From an optimization exercise on the open Yosys and OpenROAD flow, aimed at small area, a short achievable clock period and few clock cycles per item; shortcuts taken in it are not production practice.
Where RTL was checked, it was by simulation tests only, not by an equivalence proof against the original.
For run 1, only the layout was checked, not whether the RTL still works.
Power figures rest on the tool's default switching activity, not on a simulated workload.

## flow/design.v (module list and top-level ports; edited modules follow where they fit)
// module trng: 62 lines
// module drbg: 156 lines
// module cdt_fast: 184 lines
// module cdt_rom: 123 lines
// module masked_gaussian_system_multi_sigma: 141 lines
// module ks_add: 26 lines
// module cmp_gt: 28 lines
// module incdec: 17 lines
// module cbase_calc: 15 lines
// module out_stage: 15 lines
module masked_gaussian_system_multi_sigma #(
    parameter PRECISION = 64,
    parameter TABLE_SIZE = 21,
    parameter X_MIN = -10,
    parameter X_MAX = 10,
    parameter SAMPLE_WIDTH = 16,
    parameter CENTER_WIDTH = 32,
    parameter CENTER_FRAC_BITS = 16,
    parameter SEED_WIDTH = 256,
    parameter MASK_WIDTH = 32,
    parameter NUM_SIGMA_TABLES = 4,
    parameter SIGMA_SEL_WIDTH = 2
) (
    input wire clk,
    input wire rst,
    input wire start_reseed,
    input wire start_sample,
    input wire [PRECISION-1:0] random_u,
    input wire signed [CENTER_WIDTH-1:0] center,
    input wire [SIGMA_SEL_WIDTH-1:0] sigma_sel,
    output wire signed [SAMPLE_WIDTH-1:0] sample_share0,
    output wire signed [SAMPLE_WIDTH-1:0] sample_share1,
    output wire sample_valid,
    output wire reseeding,
    output wire [SAMPLE_WIDTH-1:0] sample_reconstructed
);
  // ...
==> flow/flow/run.sh <==
#!/bin/bash
# Layout flow: the standard ORFS flow (standard.sh) with three changes:
#  - synthesis is the standard flow's own script (synth_recipe.tcl) with ABC's mapping
#    script replaced by flow/abc_map.script (registers are mapped before ABC
#    and are the same as in the standard synthesis);
#  - the port buffers are sky130_fd_sc_hd__buf_2 cells;
#  - timing repair aims for the setup slack margin given below.
set -euo pipefail
HERE="$(cd "$(dirname "${BASH_SOURCE[0]}")" && pwd)"
WORK="$(dirname "$HERE")"
cd "$WORK"
export MY_ABC_SCRIPT="$HERE/abc_map.script"
cat > "$WORK/flow_synth.tcl" <<'TCL'
proc abc {args} {
  set i [lsearch $args -script]
  if {$i >= 0} { set args [lreplace $args $i [expr {$i + 1}] -script $::env(MY_ABC_SCRIPT)] }
  yosys abc {*}$args
}
TCL
echo "source $WORK/synth_recipe.tcl" >> "$WORK/flow_synth.tcl"
bash standard.sh "SYNTH_SCRIPT=$WORK/flow_synth.tcl" \
  "BUFFER_PORTS_ARGS=-buffer_cell sky130_fd_sc_hd__buf_2" \
  "SETUP_SLACK_MARGIN=${FLOW_SETUP_MARGIN:-5}" \
  finish > "$WORK/flow_make.log" 2>&1
==> flow/flow/abc_map.script <==
strash
&get -n
&fraig -x
&put
dc2
strash
&get -n
&dch -f
&nf -D 1500
&put
buffer -c
upsize -D 1500 -c
dnsize -D 1500 -c
stime -p
==> flow/standard.sh <==
#!/bin/bash
# synth_recipe.tcl (not shown) runs the flow's synth.tcl, then flattens the netlist and writes it again
# the make line also repeats each setting of config.mk as NAME=value (left out here)
make -C /OpenROAD-flow-scripts/flow DESIGN_CONFIG=/design/flow/config.mk WORK_HOME=/design/flow/orfs CLKGATE_MAP_FILE= SYNTH_SCRIPT=/design/flow/synth_recipe.tcl "${@:-finish}"
==> flow/config.mk <==
export PLATFORM = sky130hd
export DESIGN_NAME = masked_gaussian_system_multi_sigma
export DESIGN_NICKNAME = masked_gaussian_system_multi_sigma
export VERILOG_FILES = /design/flow/design.v
export SDC_FILE = /design/flow/constraint.sdc
export NUM_CORES = 8
export LEC_CHECK = 0
export CAP_MARGIN = 20
export CORE_MARGIN = 2
export CORE_UTILIZATION = 40
export SETUP_SLACK_MARGIN = 5
export SLEW_MARGIN = 20
==> flow/constraint.sdc <==
create_clock -name core_clock -period 9.0 [get_ports {clk}]
set_input_delay 1.8000 -clock core_clock [delete_from_list [all_inputs] [get_ports {clk}]]
set_output_delay 1.8000 -clock core_clock [all_outputs]
set_load 0.01 [all_outputs]
==> flow_metrics.tcl, run 1 <==
set metrics [dict create \
    outcome "no timing/DRC/antenna violations" \
    dominant_cells "multi-input combinational cells" \
    grt_pass1_wl_um 107000 \
    seq-cell-share_pct 19.3 \
    yosys.area_share.simple_pct 26.2 \
    syn_nets 2350 \
    period_minus_slack_ns 4.06 \
    start_kind "register" \
    p_int_mw 3.57 \
    sw_frac_of_total_pct 52.7 \
    endpoint "gth_r$_DFF_P_" \
    hold-worst-slack_ns 0.395 \
    netlist.area_leader.share_pct 13.4 \
    num-nonclk-inverters 37 \
    ys_seq_elements 153 \
    cts.path.max_buffers 2 \
    htreeDepth 4 \
    cp.arrival_ns 4.45 \
    hold_violations 0 \
    grt_pass1_vias 16800 \
    timing.critical_path.mode_cell "o21ai_0" \
    seqPwrFrac_pct 19.4 \
    cts_tree "yes" \
    fmax_ghz 0.246 \
    vias 17500 \
    drc 0 \
    met3_usage_pct 9.25 \
]
==> module drbg, before the edit <==
module drbg (
    input  wire        clk,
    input  wire        load,         
    input  wire        adv,          
    input  wire [36:0] z,
    output wire [15:0] mask          
);
    reg [24:0] ah;
    reg [4:0]  lane;
    reg        h;                    
    wire [24:0] f0;
    assign f0[0] = ah[9] ^ ah[2];
    assign f0[1] = ah[10] ^ ah[3];
    assign f0[2] = ah[11] ^ ah[4];
    assign f0[3] = ah[12] ^ ah[5];
    assign f0[4] = ah[13] ^ ah[6];
    assign f0[5] = ah[14] ^ ah[7];
    assign f0[6] = ah[15] ^ ah[8];
    assign f0[7] = ah[16] ^ ah[9];
    assign f0[8] = ah[17] ^ ah[10];
    assign f0[9] = ah[18] ^ ah[11];
    assign f0[10] = ah[19] ^ ah[12];
    assign f0[11] = ah[20] ^ ah[13];
    assign f0[12] = ah[21] ^ ah[14];
    assign f0[13] = ah[22] ^ ah[15];
    assign f0[14] = ah[23] ^ ah[16];
    assign f0[15] = ah[24] ^ ah[17];
    assign f0[16] = ah[0] ^ ah[18];
    assign f0[17] = ah[1] ^ ah[19];
    assign f0[18] = ah[2] ^ ah[20];
    assign f0[19] = ah[3] ^ ah[21];
    assign f0[20] = ah[4] ^ ah[22];
    assign f0[21] = ah[5] ^ ah[23];
    assign f0[22] = ah[6] ^ ah[24];
    assign f0[23] = ah[7] ^ ah[0];
    assign f0[24] = ah[8] ^ ah[1];
    wire [24:0] f1;
    assign f1[0] = f0[0] ^ f0[9];
    assign f1[1] = f0[1] ^ f0[10];
    assign f1[2] = f0[2] ^ f0[11];
    assign f1[3] = f0[3] ^ f0[12];
    assign f1[4] = f0[4] ^ f0[13];
    assign f1[5] = f0[5] ^ f0[14];
    assign f1[6] = f0[6] ^ f0[15];
    assign f1[7] = f0[7] ^ f0[16];
    assign f1[8] = f0[8] ^ f0[17];
    assign f1[9] = f0[9] ^ f0[18];
    assign f1[10] = f0[10] ^ f0[19];
    assign f1[11] = f0[11] ^ f0[20];
    assign f1[12] = f0[12] ^ f0[21];
    assign f1[13] = f0[13] ^ f0[22];
    assign f1[14] = f0[14] ^ f0[23];
    assign f1[15] = f0[15] ^ f0[24];
    assign f1[16] = f0[16] ^ f0[0];
    assign f1[17] = f0[17] ^ f0[1];
    assign f1[18] = f0[18] ^ f0[2];
    assign f1[19] = f0[19] ^ f0[3];
    assign f1[20] = f0[20] ^ f0[4];
    assign f1[21] = f0[21] ^ f0[5];
    assign f1[22] = f0[22] ^ f0[6];
    assign f1[23] = f0[23] ^ f0[7];
    assign f1[24] = f0[24] ^ f0[8];
    wire [24:0] f2;
    assign f2[0] = f1[0] ^ f1[17] ^ f1[1];
    assign f2[1] = f1[1] ^ f1[18] ^ f1[2];
    assign f2[2] = f1[2] ^ f1[19] ^ f1[3];
    assign f2[3] = f1[3] ^ f1[20] ^ f1[4];
    assign f2[4] = f1[4] ^ f1[21] ^ f1[5];
    assign f2[5] = f1[5] ^ f1[22] ^ f1[6];
    assign f2[6] = f1[6] ^ f1[23] ^ f1[7];
    assign f2[7] = f1[7] ^ f1[24] ^ f1[8];
    assign f2[8] = f1[8] ^ f1[0] ^ f1[9];
    assign f2[9] = f1[9] ^ f1[1] ^ f1[10];
    assign f2[10] = f1[10] ^ f1[2] ^ f1[11];
    assign f2[11] = f1[11] ^ f1[3] ^ f1[12];
    assign f2[12] = f1[12] ^ f1[4] ^ f1[13];
    assign f2[13] = f1[13] ^ f1[5] ^ f1[14];
    assign f2[14] = f1[14] ^ f1[6] ^ f1[15];
    assign f2[15] = f1[15] ^ f1[7] ^ f1[16];
    assign f2[16] = f1[16] ^ f1[8] ^ f1[17];
    assign f2[17] = f1[17] ^ f1[9] ^ f1[18];
    assign f2[18] = f1[18] ^ f1[10] ^ f1[19];
    assign f2[19] = f1[19] ^ f1[11] ^ f1[20];
    assign f2[20] = f1[20] ^ f1[12] ^ f1[21];
    assign f2[21] = f1[21] ^ f1[13] ^ f1[22];
    assign f2[22] = f1[22] ^ f1[14] ^ f1[23];
    assign f2[23] = f1[23] ^ f1[15] ^ f1[24];
    assign f2[24] = f1[24] ^ f1[16] ^ f1[0];
    wire [24:0] f3;
    assign f3[0] = f2[0] ^ f2[9] ^ f2[2];
    assign f3[1] = f2[1] ^ f2[10] ^ f2[3];
    assign f3[2] = f2[2] ^ f2[11] ^ f2[4];
    assign f3[3] = f2[3] ^ f2[12] ^ f2[5];
    assign f3[4] = f2[4] ^ f2[13] ^ f2[6];
    assign f3[5] = f2[5] ^ f2[14] ^ f2[7];
    assign f3[6] = f2[6] ^ f2[15] ^ f2[8];
    assign f3[7] = f2[7] ^ f2[16] ^ f2[9];
    assign f3[8] = f2[8] ^ f2[17] ^ f2[10];
    assign f3[9] = f2[9] ^ f2[18] ^ f2[11];
    assign f3[10] = f2[10] ^ f2[19] ^ f2[12];
    assign f3[11] = f2[11] ^ f2[20] ^ f2[13];
    assign f3[12] = f2[12] ^ f2[21] ^ f2[14];
    assign f3[13] = f2[13] ^ f2[22] ^ f2[15];
    assign f3[14] = f2[14] ^ f2[23] ^ f2[16];
    assign f3[15] = f2[15] ^ f2[24] ^ f2[17];
    assign f3[16] = f2[16] ^ f2[0] ^ f2[18];
    assign f3[17] = f2[17] ^ f2[1] ^ f2[19];
    assign f3[18] = f2[18] ^ f2[2] ^ f2[20];
    assign f3[19] = f2[19] ^ f2[3] ^ f2[21];
    assign f3[20] = f2[20] ^ f2[4] ^ f2[22];
    assign f3[21] = f2[21] ^ f2[5] ^ f2[23];
    assign f3[22] = f2[22] ^ f2[6] ^ f2[24];
    assign f3[23] = f2[23] ^ f2[7] ^ f2[0];
    assign f3[24] = f2[24] ^ f2[8] ^ f2[1];
    always @(posedge clk) begin
        if (load) begin
            ah <= 25'h1F02161;
            lane <= 5'd0;
            h <= 1'b1;
        end else if (adv) begin
            if (!h) begin
                h <= 1'b1;
            end else if (lane != 5'd16) begin
                ah <= {ah[0], ah[24:1]};
                lane <= lane + 5'd1;
                h <= 1'b0;
            end else begin
                ah <= f3;
                lane <= 5'd0;
                h <= 1'b0;
            end
        end
    end
    wire [36:0] zs = h ? {4'd0, z[36:4]} : z;
    localparam [31:0] SG0 = 32'h00007480;
    localparam [31:0] SG1 = 32'h0000E3A7;
    localparam [31:0] SG3 = 32'h00004189;
    localparam [31:0] SG7 = 32'h000132D6;
    localparam [31:0] SG15 = 32'h000063AA;
    assign mask[0] = (zs[0] & ah[0]) ^ (zs[8] & ah[24]) ^ (zs[16] & ah[23]) ^ (zs[24] & ah[22]) ^ (~h & (ah[21] ^ ah[18] ^ ah[15] ^ ah[13] ^ ah[12] ^ ah[11] ^ ah[8] ^ ah[7] ^ ah[6] ^ ah[4] ^ ah[3] ^ SG0[lane]));
    assign mask[1] = (zs[1] & ah[0]) ^ (zs[9] & ah[24]) ^ (zs[17] & ah[23]) ^ (zs[25] & ah[22]) ^ (~h & (ah[0] ^ ah[24] ^ ah[23] ^ ah[21] ^ ah[20] ^ ah[18] ^ ah[17] ^ ah[16] ^ ah[12] ^ ah[11] ^ ah[10] ^ ah[8] ^ ah[7] ^ ah[4] ^ ah[3] ^ SG1[lane]));
    assign mask[2] = (zs[2] & ah[0]) ^ (zs[10] & ah[24]) ^ (zs[18] & ah[23]) ^ (zs[26] & ah[22]) ^ (~h & (ah[21]));
    assign mask[3] = (zs[3] & ah[0]) ^ (zs[11] & ah[24]) ^ (zs[19] & ah[23]) ^ (zs[27] & ah[22]) ^ (~h & (ah[0] ^ ah[22] ^ ah[21] ^ ah[18] ^ ah[17] ^ ah[11] ^ ah[8] ^ ah[7] ^ ah[4] ^ ah[3] ^ SG3[lane]));
    assign mask[4] = (zs[4] & ah[0]) ^ (zs[12] & ah[24]) ^ (zs[20] & ah[23]) ^ (zs[28] & ah[22]) ^ (~h & (ah[21]));
    assign mask[5] = (zs[5] & ah[0]) ^ (zs[13] & ah[24]) ^ (zs[21] & ah[23]) ^ (zs[29] & ah[22]);
    assign mask[6] = (zs[6] & ah[0]) ^ (zs[14] & ah[24]) ^ (zs[22] & ah[23]) ^ (zs[30] & ah[22]);
    assign mask[7] = (zs[7] & ah[0]) ^ (zs[15] & ah[24]) ^ (zs[23] & ah[23]) ^ (zs[31] & ah[22]) ^ (~h & (ah[24] ^ ah[23] ^ ah[21] ^ ah[19] ^ ah[18] ^ ah[16] ^ ah[13] ^ ah[12] ^ ah[9] ^ ah[8] ^ ah[6] ^ ah[3] ^ SG7[lane]));
    assign mask[8] = (zs[1] & ah[0]) ^ (zs[9] & ah[24]) ^ (zs[17] & ah[23]) ^ (zs[25] & ah[22]);
    assign mask[9] = (zs[2] & ah[0]) ^ (zs[10] & ah[24]) ^ (zs[18] & ah[23]) ^ (zs[26] & ah[22]);
    assign mask[10] = (zs[3] & ah[0]) ^ (zs[11] & ah[24]) ^ (zs[19] & ah[23]) ^ (zs[27] & ah[22]);
    assign mask[11] = (zs[4] & ah[0]) ^ (zs[12] & ah[24]) ^ (zs[20] & ah[23]) ^ (zs[28] & ah[22]);
    assign mask[12] = (zs[5] & ah[0]) ^ (zs[13] & ah[24]) ^ (zs[21] & ah[23]) ^ (zs[29] & ah[22]);
    assign mask[13] = (zs[6] & ah[0]) ^ (zs[14] & ah[24]) ^ (zs[22] & ah[23]) ^ (zs[30] & ah[22]);
    assign mask[14] = (zs[7] & ah[0]) ^ (zs[15] & ah[24]) ^ (zs[23] & ah[23]) ^ (zs[31] & ah[22]);
    assign mask[15] = (zs[8] & ah[0]) ^ (zs[16] & ah[24]) ^ (zs[24] & ah[23]) ^ (zs[32] & ah[22]) ^ (~h & (ah[24] ^ ah[22] ^ ah[20] ^ ah[18] ^ ah[17] ^ ah[16] ^ ah[12] ^ ah[11] ^ ah[8] ^ ah[6] ^ ah[5] ^ ah[3] ^ ah[2] ^ SG15[lane]));
endmodule
==> inputs of run 2 (changes only) <==
--- a/flow/design.v
+++ b/flow/design.v
@@ -71,108 +71,137 @@
     reg [4:0]  lane;
     reg        h;                    
-    wire [24:0] f0;
-    assign f0[0] = ah[9] ^ ah[2];
-    assign f0[1] = ah[10] ^ ah[3];
-    assign f0[2] = ah[11] ^ ah[4];
-    assign f0[3] = ah[12] ^ ah[5];
-    assign f0[4] = ah[13] ^ ah[6];
-    assign f0[5] = ah[14] ^ ah[7];
-    assign f0[6] = ah[15] ^ ah[8];
-    assign f0[7] = ah[16] ^ ah[9];
-    assign f0[8] = ah[17] ^ ah[10];
-    assign f0[9] = ah[18] ^ ah[11];
-    assign f0[10] = ah[19] ^ ah[12];
-    assign f0[11] = ah[20] ^ ah[13];
-    assign f0[12] = ah[21] ^ ah[14];
-    assign f0[13] = ah[22] ^ ah[15];
-    assign f0[14] = ah[23] ^ ah[16];
-    assign f0[15] = ah[24] ^ ah[17];
-    assign f0[16] = ah[0] ^ ah[18];
-    assign f0[17] = ah[1] ^ ah[19];
-    assign f0[18] = ah[2] ^ ah[20];
-    assign f0[19] = ah[3] ^ ah[21];
-    assign f0[20] = ah[4] ^ ah[22];
-    assign f0[21] = ah[5] ^ ah[23];
-    assign f0[22] = ah[6] ^ ah[24];
-    assign f0[23] = ah[7] ^ ah[0];
-    assign f0[24] = ah[8] ^ ah[1];
-    wire [24:0] f1;
-    assign f1[0] = f0[0] ^ f0[9];
-    assign f1[1] = f0[1] ^ f0[10];
-    assign f1[2] = f0[2] ^ f0[11];
-    assign f1[3] = f0[3] ^ f0[12];
-    assign f1[4] = f0[4] ^ f0[13];
-    assign f1[5] = f0[5] ^ f0[14];
-    assign f1[6] = f0[6] ^ f0[15];
-    assign f1[7] = f0[7] ^ f0[16];
-    assign f1[8] = f0[8] ^ f0[17];
-    assign f1[9] = f0[9] ^ f0[18];
-    assign f1[10] = f0[10] ^ f0[19];
-    assign f1[11] = f0[11] ^ f0[20];
-    assign f1[12] = f0[12] ^ f0[21];
-    assign f1[13] = f0[13] ^ f0[22];
-    assign f1[14] = f0[14] ^ f0[23];
-    assign f1[15] = f0[15] ^ f0[24];
-    assign f1[16] = f0[16] ^ f0[0];
-    assign f1[17] = f0[17] ^ f0[1];
-    assign f1[18] = f0[18] ^ f0[2];
-    assign f1[19] = f0[19] ^ f0[3];
-    assign f1[20] = f0[20] ^ f0[4];
-    assign f1[21] = f0[21] ^ f0[5];
-    assign f1[22] = f0[22] ^ f0[6];
-    assign f1[23] = f0[23] ^ f0[7];
-    assign f1[24] = f0[24] ^ f0[8];
-    wire [24:0] f2;
-    assign f2[0] = f1[0] ^ f1[17] ^ f1[1];
-    assign f2[1] = f1[1] ^ f1[18] ^ f1[2];
-    assign f2[2] = f1[2] ^ f1[19] ^ f1[3];
-    assign f2[3] = f1[3] ^ f1[20] ^ f1[4];
-    assign f2[4] = f1[4] ^ f1[21] ^ f1[5];
-    assign f2[5] = f1[5] ^ f1[22] ^ f1[6];
-    assign f2[6] = f1[6] ^ f1[23] ^ f1[7];
-    assign f2[7] = f1[7] ^ f1[24] ^ f1[8];
-    assign f2[8] = f1[8] ^ f1[0] ^ f1[9];
-    assign f2[9] = f1[9] ^ f1[1] ^ f1[10];
-    assign f2[10] = f1[10] ^ f1[2] ^ f1[11];
-    assign f2[11] = f1[11] ^ f1[3] ^ f1[12];
-    assign f2[12] = f1[12] ^ f1[4] ^ f1[13];
-    assign f2[13] = f1[13] ^ f1[5] ^ f1[14];
-    assign f2[14] = f1[14] ^ f1[6] ^ f1[15];
-    assign f2[15] = f1[15] ^ f1[7] ^ f1[16];
-    assign f2[16] = f1[16] ^ f1[8] ^ f1[17];
-    assign f2[17] = f1[17] ^ f1[9] ^ f1[18];
-    assign f2[18] = f1[18] ^ f1[10] ^ f1[19];
-    assign f2[19] = f1[19] ^ f1[11] ^ f1[20];
-    assign f2[20] = f1[20] ^ f1[12] ^ f1[21];
-    assign f2[21] = f1[21] ^ f1[13] ^ f1[22];
-    assign f2[22] = f1[22] ^ f1[14] ^ f1[23];
-    assign f2[23] = f1[23] ^ f1[15] ^ f1[24];
-    assign f2[24] = f1[24] ^ f1[16] ^ f1[0];
-    wire [24:0] f3;
-    assign f3[0] = f2[0] ^ f2[9] ^ f2[2];
-    assign f3[1] = f2[1] ^ f2[10] ^ f2[3];
-    assign f3[2] = f2[2] ^ f2[11] ^ f2[4];
-    assign f3[3] = f2[3] ^ f2[12] ^ f2[5];
-    assign f3[4] = f2[4] ^ f2[13] ^ f2[6];
-    assign f3[5] = f2[5] ^ f2[14] ^ f2[7];
-    assign f3[6] = f2[6] ^ f2[15] ^ f2[8];
-    assign f3[7] = f2[7] ^ f2[16] ^ f2[9];
-    assign f3[8] = f2[8] ^ f2[17] ^ f2[10];
-    assign f3[9] = f2[9] ^ f2[18] ^ f2[11];
-    assign f3[10] = f2[10] ^ f2[19] ^ f2[12];
-    assign f3[11] = f2[11] ^ f2[20] ^ f2[13];
-    assign f3[12] = f2[12] ^ f2[21] ^ f2[14];
-    assign f3[13] = f2[13] ^ f2[22] ^ f2[15];
-    assign f3[14] = f2[14] ^ f2[23] ^ f2[16];
-    assign f3[15] = f2[15] ^ f2[24] ^ f2[17];
-    assign f3[16] = f2[16] ^ f2[0] ^ f2[18];
-    assign f3[17] = f2[17] ^ f2[1] ^ f2[19];
-    assign f3[18] = f2[18] ^ f2[2] ^ f2[20];
-    assign f3[19] = f2[19] ^ f2[3] ^ f2[21];
-    assign f3[20] = f2[20] ^ f2[4] ^ f2[22];
-    assign f3[21] = f2[21] ^ f2[5] ^ f2[23];
-    assign f3[22] = f2[22] ^ f2[6] ^ f2[24];
-    assign f3[23] = f2[23] ^ f2[7] ^ f2[0];
-    assign f3[24] = f2[24] ^ f2[8] ^ f2[1];
+    wire [154:0] fx;
+    assign fx[24:0] = ah;
+    assign fx[25] = fx[13] ^ fx[14];
+    assign fx[26] = fx[10] ^ fx[11];
+    assign fx[27] = fx[5] ^ fx[6];
+    assign fx[28] = fx[7] ^ fx[8];
+    assign fx[29] = fx[1] ^ fx[2];
+    assign fx[30] = fx[20] ^ fx[21];
+    assign fx[31] = fx[0] ^ fx[24];
+    assign fx[32] = fx[16] ^ fx[17];
+    assign fx[33] = fx[22] ^ fx[23];
+    assign fx[34] = fx[18] ^ fx[19];
+    assign fx[35] = fx[3] ^ fx[4];
+    assign fx[36] = fx[15] ^ fx[32];
+    assign fx[37] = fx[12] ^ fx[25];
+    assign fx[38] = fx[9] ^ fx[26];
+    assign fx[39] = fx[30] ^ fx[34];
+    assign fx[40] = fx[15] ^ fx[33];
+    assign fx[41] = fx[27] ^ fx[28];
+    assign fx[42] = fx[29] ^ fx[35];
+    assign fx[43] = fx[12] ^ fx[38];
+    assign fx[44] = fx[2] ^ fx[22];
+    assign fx[45] = fx[12] ^ fx[17];
+    assign fx[46] = fx[4] ^ fx[24];
+    assign fx[47] = fx[11] ^ fx[16];
+    assign fx[48] = fx[17] ^ fx[31];
+    assign fx[49] = fx[1] ^ fx[38];
+    assign fx[50] = fx[7] ^ fx[14];
+    assign fx[51] = fx[3] ^ fx[23];
+    assign fx[52] = fx[1] ^ fx[8];
+    assign fx[53] = fx[3] ^ fx[8];
+    assign fx[54] = fx[9] ^ fx[34];
+    assign fx[55] = fx[2] ^ fx[20];
+    assign fx[56] = fx[9] ^ fx[22];
+    assign fx[57] = fx[31] ^ fx[40];
+    assign fx[58] = fx[21] ^ fx[35];
+    assign fx[59] = fx[18] ^ fx[28];
+    assign fx[60] = fx[19] ^ fx[24];
+    assign fx[61] = fx[10] ^ fx[48];
+    assign fx[62] = fx[7] ^ fx[36];
+    assign fx[63] = fx[16] ^ fx[21];
+    assign fx[64] = fx[15] ^ fx[51];
+    assign fx[65] = fx[0] ^ fx[59];
+    assign fx[66] = fx[37] ^ fx[49];
+    assign fx[67] = fx[66] ^ fx[58];
+    assign fx[68] = fx[4] ^ fx[5];
+    assign fx[69] = fx[68] ^ fx[15];
+    assign fx[70] = fx[69] ^ fx[26];
+    assign fx[71] = fx[70] ^ fx[37];
+    assign fx[72] = fx[71] ^ fx[44];
+    assign fx[73] = fx[27] ^ fx[37];
+    assign fx[74] = fx[73] ^ fx[47];
+    assign fx[75] = fx[74] ^ fx[64];
+    assign fx[76] = fx[6] ^ fx[37];
+    assign fx[77] = fx[76] ^ fx[46];
+    assign fx[78] = fx[77] ^ fx[62];
+    assign fx[79] = fx[5] ^ fx[25];
+    assign fx[80] = fx[79] ^ fx[36];
+    assign fx[81] = fx[80] ^ fx[65];
+    assign fx[82] = fx[6] ^ fx[14];
+    assign fx[83] = fx[82] ^ fx[36];
+    assign fx[84] = fx[83] ^ fx[52];
+    assign fx[85] = fx[84] ^ fx[54];
+    assign fx[86] = fx[10] ^ fx[54];
+    assign fx[87] = fx[86] ^ fx[55];
+    assign fx[88] = fx[87] ^ fx[62];
+    assign fx[89] = fx[26] ^ fx[32];
+    assign fx[90] = fx[89] ^ fx[39];
+    assign fx[91] = fx[90] ^ fx[53];
+    assign fx[92] = fx[4] ^ fx[11];
+    assign fx[93] = fx[92] ^ fx[39];
+    assign fx[94] = fx[93] ^ fx[45];
+    assign fx[95] = fx[94] ^ fx[56];
+    assign fx[96] = fx[5] ^ fx[10];
+    assign fx[97] = fx[96] ^ fx[12];
+    assign fx[98] = fx[97] ^ fx[13];
+    assign fx[99] = fx[98] ^ fx[33];
+    assign fx[100] = fx[99] ^ fx[39];
+    assign fx[101] = fx[6] ^ fx[11];
+    assign fx[102] = fx[101] ^ fx[25];
+    assign fx[103] = fx[102] ^ fx[30];
+    assign fx[104] = fx[103] ^ fx[33];
+    assign fx[105] = fx[104] ^ fx[60];
+    assign fx[106] = fx[12] ^ fx[30];
+    assign fx[107] = fx[106] ^ fx[50];
+    assign fx[108] = fx[107] ^ fx[57];
+    assign fx[109] = fx[13] ^ fx[52];
+    assign fx[110] = fx[109] ^ fx[57];
+    assign fx[111] = fx[110] ^ fx[63];
+    assign fx[112] = fx[9] ^ fx[14];
+    assign fx[113] = fx[112] ^ fx[29];
+    assign fx[114] = fx[113] ^ fx[31];
+    assign fx[115] = fx[114] ^ fx[32];
+    assign fx[116] = fx[115] ^ fx[33];
+    assign fx[117] = fx[18] ^ fx[29];
+    assign fx[118] = fx[117] ^ fx[61];
+    assign fx[119] = fx[118] ^ fx[64];
+    assign fx[120] = fx[31] ^ fx[34];
+    assign fx[121] = fx[120] ^ fx[42];
+    assign fx[122] = fx[121] ^ fx[47];
+    assign fx[123] = fx[0] ^ fx[5];
+    assign fx[124] = fx[123] ^ fx[19];
+    assign fx[125] = fx[124] ^ fx[20];
+    assign fx[126] = fx[125] ^ fx[42];
+    assign fx[127] = fx[126] ^ fx[45];
+    assign fx[128] = fx[13] ^ fx[18];
+    assign fx[129] = fx[128] ^ fx[27];
+    assign fx[130] = fx[129] ^ fx[30];
+    assign fx[131] = fx[130] ^ fx[42];
+    assign fx[132] = fx[19] ^ fx[27];
+    assign fx[133] = fx[132] ^ fx[44];
+    assign fx[134] = fx[133] ^ fx[50];
+    assign fx[135] = fx[134] ^ fx[58];
+    assign fx[136] = fx[20] ^ fx[35];
+    assign fx[137] = fx[136] ^ fx[40];
+    assign fx[138] = fx[137] ^ fx[41];
+    assign fx[139] = fx[9] ^ fx[23];
+    assign fx[140] = fx[139] ^ fx[41];
+    assign fx[141] = fx[140] ^ fx[46];
+    assign fx[142] = fx[141] ^ fx[63];
+    assign fx[143] = fx[41] ^ fx[56];
+    assign fx[144] = fx[143] ^ fx[61];
+    assign fx[145] = fx[6] ^ fx[23];
+    assign fx[146] = fx[145] ^ fx[49];
+    assign fx[147] = fx[146] ^ fx[65];
+    assign fx[148] = fx[28] ^ fx[29];
+    assign fx[149] = fx[148] ^ fx[43];
+    assign fx[150] = fx[149] ^ fx[60];
+    assign fx[151] = fx[0] ^ fx[13];
+    assign fx[152] = fx[151] ^ fx[43];
+    assign fx[153] = fx[152] ^ fx[53];
+    assign fx[154] = fx[153] ^ fx[55];
+    wire [24:0] ah_f = {fx[154], fx[150], fx[147], fx[144], fx[142], fx[138], fx[135], fx[131], fx[127], fx[122], fx[119], fx[116], fx[111], fx[108], fx[105], fx[100], fx[95], fx[91], fx[88], fx[85], fx[81], fx[78], fx[75], fx[72], fx[67]};
     always @(posedge clk) begin
         if (load) begin
@@ -188,5 +217,5 @@
                 h <= 1'b0;
             end else begin
-                ah <= f3;
+                ah <= ah_f;
                 lane <= 5'd0;
                 h <= 1'b0;
@@ -200,12 +229,45 @@
     localparam [31:0] SG7 = 32'h000132D6;
     localparam [31:0] SG15 = 32'h000063AA;
-    assign mask[0] = (zs[0] & ah[0]) ^ (zs[8] & ah[24]) ^ (zs[16] & ah[23]) ^ (zs[24] & ah[22]) ^ (~h & (ah[21] ^ ah[18] ^ ah[15] ^ ah[13] ^ ah[12] ^ ah[11] ^ ah[8] ^ ah[7] ^ ah[6] ^ ah[4] ^ ah[3] ^ SG0[lane]));
-    assign mask[1] = (zs[1] & ah[0]) ^ (zs[9] & ah[24]) ^ (zs[17] & ah[23]) ^ (zs[25] & ah[22]) ^ (~h & (ah[0] ^ ah[24] ^ ah[23] ^ ah[21] ^ ah[20] ^ ah[18] ^ ah[17] ^ ah[16] ^ ah[12] ^ ah[11] ^ ah[10] ^ ah[8] ^ ah[7] ^ ah[4] ^ ah[3] ^ SG1[lane]));
-    assign mask[2] = (zs[2] & ah[0]) ^ (zs[10] & ah[24]) ^ (zs[18] & ah[23]) ^ (zs[26] & ah[22]) ^ (~h & (ah[21]));
-    assign mask[3] = (zs[3] & ah[0]) ^ (zs[11] & ah[24]) ^ (zs[19] & ah[23]) ^ (zs[27] & ah[22]) ^ (~h & (ah[0] ^ ah[22] ^ ah[21] ^ ah[18] ^ ah[17] ^ ah[11] ^ ah[8] ^ ah[7] ^ ah[4] ^ ah[3] ^ SG3[lane]));
-    assign mask[4] = (zs[4] & ah[0]) ^ (zs[12] & ah[24]) ^ (zs[20] & ah[23]) ^ (zs[28] & ah[22]) ^ (~h & (ah[21]));
+    wire [55:0] tx;
+    assign tx[24:0] = ah;
+    assign tx[25] = tx[3] ^ tx[8];
+    assign tx[26] = tx[18] ^ tx[25];
+    assign tx[27] = tx[11] ^ tx[26];
+    assign tx[28] = tx[4] ^ tx[7];
+    assign tx[29] = tx[6] ^ tx[12];
+    assign tx[30] = tx[16] ^ tx[24];
+    assign tx[31] = tx[17] ^ tx[27];
+    assign tx[32] = tx[21] ^ tx[28];
+    assign tx[33] = tx[0] ^ tx[31];
+    assign tx[34] = tx[13] ^ tx[29];
+    assign tx[35] = tx[20] ^ tx[30];
+    assign tx[36] = tx[32] ^ tx[33];
+    assign tx[37] = tx[15] ^ tx[27];
+    assign tx[38] = tx[37] ^ tx[32];
+    assign tx[39] = tx[38] ^ tx[34];
+    assign tx[40] = tx[10] ^ tx[12];
+    assign tx[41] = tx[40] ^ tx[23];
+    assign tx[42] = tx[41] ^ tx[35];
+    assign tx[43] = tx[42] ^ tx[36];
+    assign tx[44] = tx[22] ^ tx[36];
+    assign tx[45] = tx[9] ^ tx[19];
+    assign tx[46] = tx[45] ^ tx[21];
+    assign tx[47] = tx[46] ^ tx[23];
+    assign tx[48] = tx[47] ^ tx[26];
+    assign tx[49] = tx[48] ^ tx[30];
+    assign tx[50] = tx[49] ^ tx[34];
+    assign tx[51] = tx[2] ^ tx[5];
+    assign tx[52] = tx[51] ^ tx[22];
+    assign tx[53] = tx[52] ^ tx[29];
+    assign tx[54] = tx[53] ^ tx[31];
+    assign tx[55] = tx[54] ^ tx[35];
+    assign mask[0] = (zs[0] & ah[0]) ^ (zs[8] & ah[24]) ^ (zs[16] & ah[23]) ^ (zs[24] & ah[22]) ^ (~h & (tx[39] ^ SG0[lane]));
+    assign mask[1] = (zs[1] & ah[0]) ^ (zs[9] & ah[24]) ^ (zs[17] & ah[23]) ^ (zs[25] & ah[22]) ^ (~h & (tx[43] ^ SG1[lane]));
+    assign mask[2] = (zs[2] & ah[0]) ^ (zs[10] & ah[24]) ^ (zs[18] & ah[23]) ^ (zs[26] & ah[22]) ^ (~h & (tx[21]));
+    assign mask[3] = (zs[3] & ah[0]) ^ (zs[11] & ah[24]) ^ (zs[19] & ah[23]) ^ (zs[27] & ah[22]) ^ (~h & (tx[44] ^ SG3[lane]));
+    assign mask[4] = (zs[4] & ah[0]) ^ (zs[12] & ah[24]) ^ (zs[20] & ah[23]) ^ (zs[28] & ah[22]) ^ (~h & (tx[21]));
     assign mask[5] = (zs[5] & ah[0]) ^ (zs[13] & ah[24]) ^ (zs[21] & ah[23]) ^ (zs[29] & ah[22]);
     assign mask[6] = (zs[6] & ah[0]) ^ (zs[14] & ah[24]) ^ (zs[22] & ah[23]) ^ (zs[30] & ah[22]);
-    assign mask[7] = (zs[7] & ah[0]) ^ (zs[15] & ah[24]) ^ (zs[23] & ah[23]) ^ (zs[31] & ah[22]) ^ (~h & (ah[24] ^ ah[23] ^ ah[21] ^ ah[19] ^ ah[18] ^ ah[16] ^ ah[13] ^ ah[12] ^ ah[9] ^ ah[8] ^ ah[6] ^ ah[3] ^ SG7[lane]));
+    assign mask[7] = (zs[7] & ah[0]) ^ (zs[15] & ah[24]) ^ (zs[23] & ah[23]) ^ (zs[31] & ah[22]) ^ (~h & (tx[50] ^ SG7[lane]));
     assign mask[8] = (zs[1] & ah[0]) ^ (zs[9] & ah[24]) ^ (zs[17] & ah[23]) ^ (zs[25] & ah[22]);
     assign mask[9] = (zs[2] & ah[0]) ^ (zs[10] & ah[24]) ^ (zs[18] & ah[23]) ^ (zs[26] & ah[22]);
@@ -215,5 +277,5 @@
     assign mask[13] = (zs[6] & ah[0]) ^ (zs[14] & ah[24]) ^ (zs[22] & ah[23]) ^ (zs[30] & ah[22]);
     assign mask[14] = (zs[7] & ah[0]) ^ (zs[15] & ah[24]) ^ (zs[23] & ah[23]) ^ (zs[31] & ah[22]);
-    assign mask[15] = (zs[8] & ah[0]) ^ (zs[16] & ah[24]) ^ (zs[24] & ah[23]) ^ (zs[32] & ah[22]) ^ (~h & (ah[24] ^ ah[22] ^ ah[20] ^ ah[18] ^ ah[17] ^ ah[16] ^ ah[12] ^ ah[11] ^ ah[8] ^ ah[6] ^ ah[5] ^ ah[3] ^ ah[2] ^ SG15[lane]));
+    assign mask[15] = (zs[8] & ah[0]) ^ (zs[16] & ah[24]) ^ (zs[24] & ah[23]) ^ (zs[32] & ah[22]) ^ (~h & (tx[55] ^ SG15[lane]));
 endmodule
 module cdt_fast (
==> flow_metrics.tcl, run 2 <==
set metrics [dict create \
    outcome "no timing/DRC/antenna violations" \
    power_density_nw_per_um2 404 \
    cts_sinks 153 \
    fillers 3906 \
    port_buffers 136 \
    initial_utilization_pct 40.6 \
    setup_ws_ns 4.81 \
    clk_latency_ns 0.46 \
    core_um2 38700 \
    die_x_um 202 \
    start_kind "register" \
    io_pins 152 \
    fp.dieArea_um2 40900 \
    yosys.area_share.simple_pct 26.4 \
    vias 17400 \
    synth_mux_area_share_pct 1.12 \
    synth_edf_count 14 \
    antenna_found_initial 2 \
    cts_hold_buf 0 \
    rsz0062_at_grt "true" \
    cts_tree "yes" \
    ys_seq_elements 153 \
    synth_top_cell_by_area "xnor2_1" \
    syn_nets 2324 \
    cp.arrival_ns 2.39 \
    final_util_pct 46.8 \
    synthTopCellsByArea "xnor2_1, dfxtp_1, nand2_1" \
    nets 2369 \
    final_common_cell "nand2_1" \
    peakVddDrop_uv 284 \
    grt_max_degree 76 \
    crit_path_end_kind "primary output" \
    wirelength_um 72600 \
    worstMarginPinSlew_ns 1.16 \
    finalSetupTns_ns 0 \
    wl_per_cell_um 26.6 \
    required_ns 7.20 \
    reg_top3 "trng_inst.wa (32), trng_inst.wb (32), drbg_inst.ah (25)" \
    netlist_area_um2 15700 \
    synthDistinctLibCells 87 \
    period_minus_slack_ns 4.19 \
    gr-usage-all-layers_pct 35.1 \
    syn-instance-count 2148 \
    synth_top_family_by_area "simple AND/OR/NAND/NOR gates" \
    grt_pass1_wl_um 109000 \
    setup_viol_count_final 0 \
    cts_root_buffer "clkbuf_16" \
    preCtsSetupSlack_ns 3.85 \
    synth_ff_type "dfxtp_1" \
    dr.pass1.iters 8 \
    final_cell_mix "nand2_1, xnor2_1, nor2_1" \
    min_period_over_period_pct 46.6 \
    first_iter_violations 2096 \
    avgSynthCellArea_um2 7.32 \
    finalMaxSlewViolations 0 \
    numCtsBuffers 17 \
    hold-worst-slack_ns 0.415 \
    synth-compound-area-share_pct 19.0 \
    grt_pass1_vias 17000 \
    crit_type "register to primary output" \
    die_h_um 202 \
    relSlewSlack_pct 22.1 \
    fmax_ghz 0.238 \
    grt_overflow 0 \
    viasPerCell 6.37 \
    maxCapViolCount 0 \
    ys_seq_area_share_pct 22.8 \
    synth_fa_ha_area_share_pct 6.05 \
    htreeDepth 4 \
    drive_above_1_share_pct 18.3 \
    netlist.area_leader.share_pct 13.4 \
    cts.path.max_buffers 2 \
    yosysMostFrequentCell "nand2_1" \
    gp_routability_congestion 1.03 \
    p_leak_nw 7.30 \
    antennaDiodeCount 0 \
    synthTopCellsByCount "nand2_1, xnor2_1, nor2_1" \
    drc 0 \
    dp_hpwl_um 53900 \
    fin_skew_ns 0.0252 \
    holdPathStages 0 \
    hold_violations 0 \
    crit_fanout 7 \
    areaGrowthSynthToFinish_pct 15.3 \
    ys.warnings.count 6 \
    row_count 72 \
    min_path_type "register to register" \
    synthArstFlopShare_pct 45.1 \
    synth-xor-area-share_pct 19.6 \
    clk_pin_slew_worst_paths_ns 0.07 \
    ant_nets 0 \
    rr_worst_depth 16 \
]
## run 2: cell count changes in the layout (fill, tap and decap cells not counted), sizes merged, moves of 9 or more
cell	before	now
xor2	130	112
nand2	333	348
xnor2	255	240
nor4	51	37
buf	203	190
nand3	67	79
nor2b	21	9
a21oi	124	135
clkbuf	29	19
o21ai	120	111
## run 2: cell type report
type,count,area [µm²],area share (%)
sequential,153,3610,19.9
inverter,33,140,0.773
clock inverter,14,133,0.731
timing repair buffer,193,1290,7.10
tap,518,648,3.57
multi-input combinational,1795,11900,65.6
clock buffer,18,429,2.37
## run 2: worst max-delay path, stage by stage, from the launching register on
cell	delay, ns
dfxtp_4	0.36
buf_12	0.14
ha_4	0.16
fa_2	0.37
a21oi_2	0.14
nor2_1	0.05
nor2_2	0.18
xnor2_4	0.20
xor2_1	0.18
buf_2	0.15
## run 2: metrics by stage
stage / power (mW) / std cells / area (µm²)
2_1_floorplan: 4.56 / 2148 / 15700
3_3_place_gp: 6.17 / 2666 / 16700
3_5_place_dp: 6.18 / 2666 / 16700
4_1_cts: 7.13 / 2716 / 17800
5_1_grt: 7.76 / 2724 / 18100
6_report: 7.32 / 2724 / 18100
## run 2: cell families after synthesis
group,count (synthesis)
buf+inv,200
mux,15
compound gates,466
simple gates,887
flops,153
fa+ha+maj,75
xor+xnor,352
## run 2: layer usage
| metal | share of wire [%] | vias up | global-route usage [%] |
|---|---|---|---|
| li1 | - | 7726 | - |
| met1 | 41 | 8373 | 45.5 |
| met2 | 45 | 1025 | 55.5 |
| met3 | 9.5 | 235 | 8.16 |
| met4 | 5.1 | 2 | 15.9 |
| met5 | 0.015 | - | 0 |
## run 2: worst paths after layout
check	from	to	slack, ns
max	idx_r[0]$_DFF_P_	sample_share0[4]	4.81
min	rs1$_DFF_PP0_	rs2$_DFF_PP0_	0.41
max reg2reg	idx_r[1]$_DFF_P_	gtl_r$_DFF_P_	4.88
min reg2reg	rs1$_DFF_PP0_	rs2$_DFF_PP0_	0.41
max in group asynchronous	rst	ph$_DFF_PP0_	6.84
min in group asynchronous	rst	trng_inst.wa[9]$_DFFE_PP0P_	1.61
## run 2: what timing repair did
action | in CTS | in global routing
resized for setup | 88 | 76
setup endpoints to repair | 17 | 16
buffers inserted | 16 | 7
pin swaps | 13 | 14
hold endpoints to repair | 0 | 0
gates cloned | 2 | 0
## run 2: where the power goes
group / leakage (nW) / total, mW / internal, mW / switching (mW)
clock: 0.271 / 0.704 / 0.364 / 0.339
combinational: 5.54 / 5.16 / 1.98 / 3.18
sequential: 1.49 / 1.46 / 1.09 / 0.367
total: 7.30 / 7.32 / 3.44 / 3.89
Testbench counts of run 2, summed over its fixed seeds: cycles 2,108, samples 2,048.

## re-timing with driven ports
How much do the figures lean on ideal ports? The routed layouts below were timed once more, with nothing changed but the port constraints. Step 1 (the two cells are an assumption about what drives the block):
set clk [get_ports {clk}]
set_driving_cell -lib_cell sky130_fd_sc_hd__clkbuf_16 $clk
set_driving_cell -lib_cell sky130_fd_sc_hd__buf_2 [delete_from_list [all_inputs] $clk]
Step 2 adds t to the input delays and takes it off the output delays; t is the mean of the earliest and latest rising clock arrival at the registers after step 1. Input paths then give back, and output paths get back, about the clock's delay inside the block. a / b / c = no drivers / after step 1 / after step 2; a / b = the first two.
| run | t, ns | setup slack, ns | worst hold slack (ns) | slew at the worst register clock pin (ns) |
|---|---|---|---|---|
| run 1 | 0.536 | 4.937 / 4.899 / 4.534 | 0.395 / 0.395 / 0.395 | 0.08 / 0.08 |
| run 2 | 0.510 | 4.805 / 4.747 / 4.542 | 0.415 / 0.415 / 0.415 | 0.08 / 0.08 |
After both steps setup and hold are still met in every run listed. For run 1, which loses most, drivers alone change the setup slack by -0.038 ns; drivers and shift together by -0.403 ns.
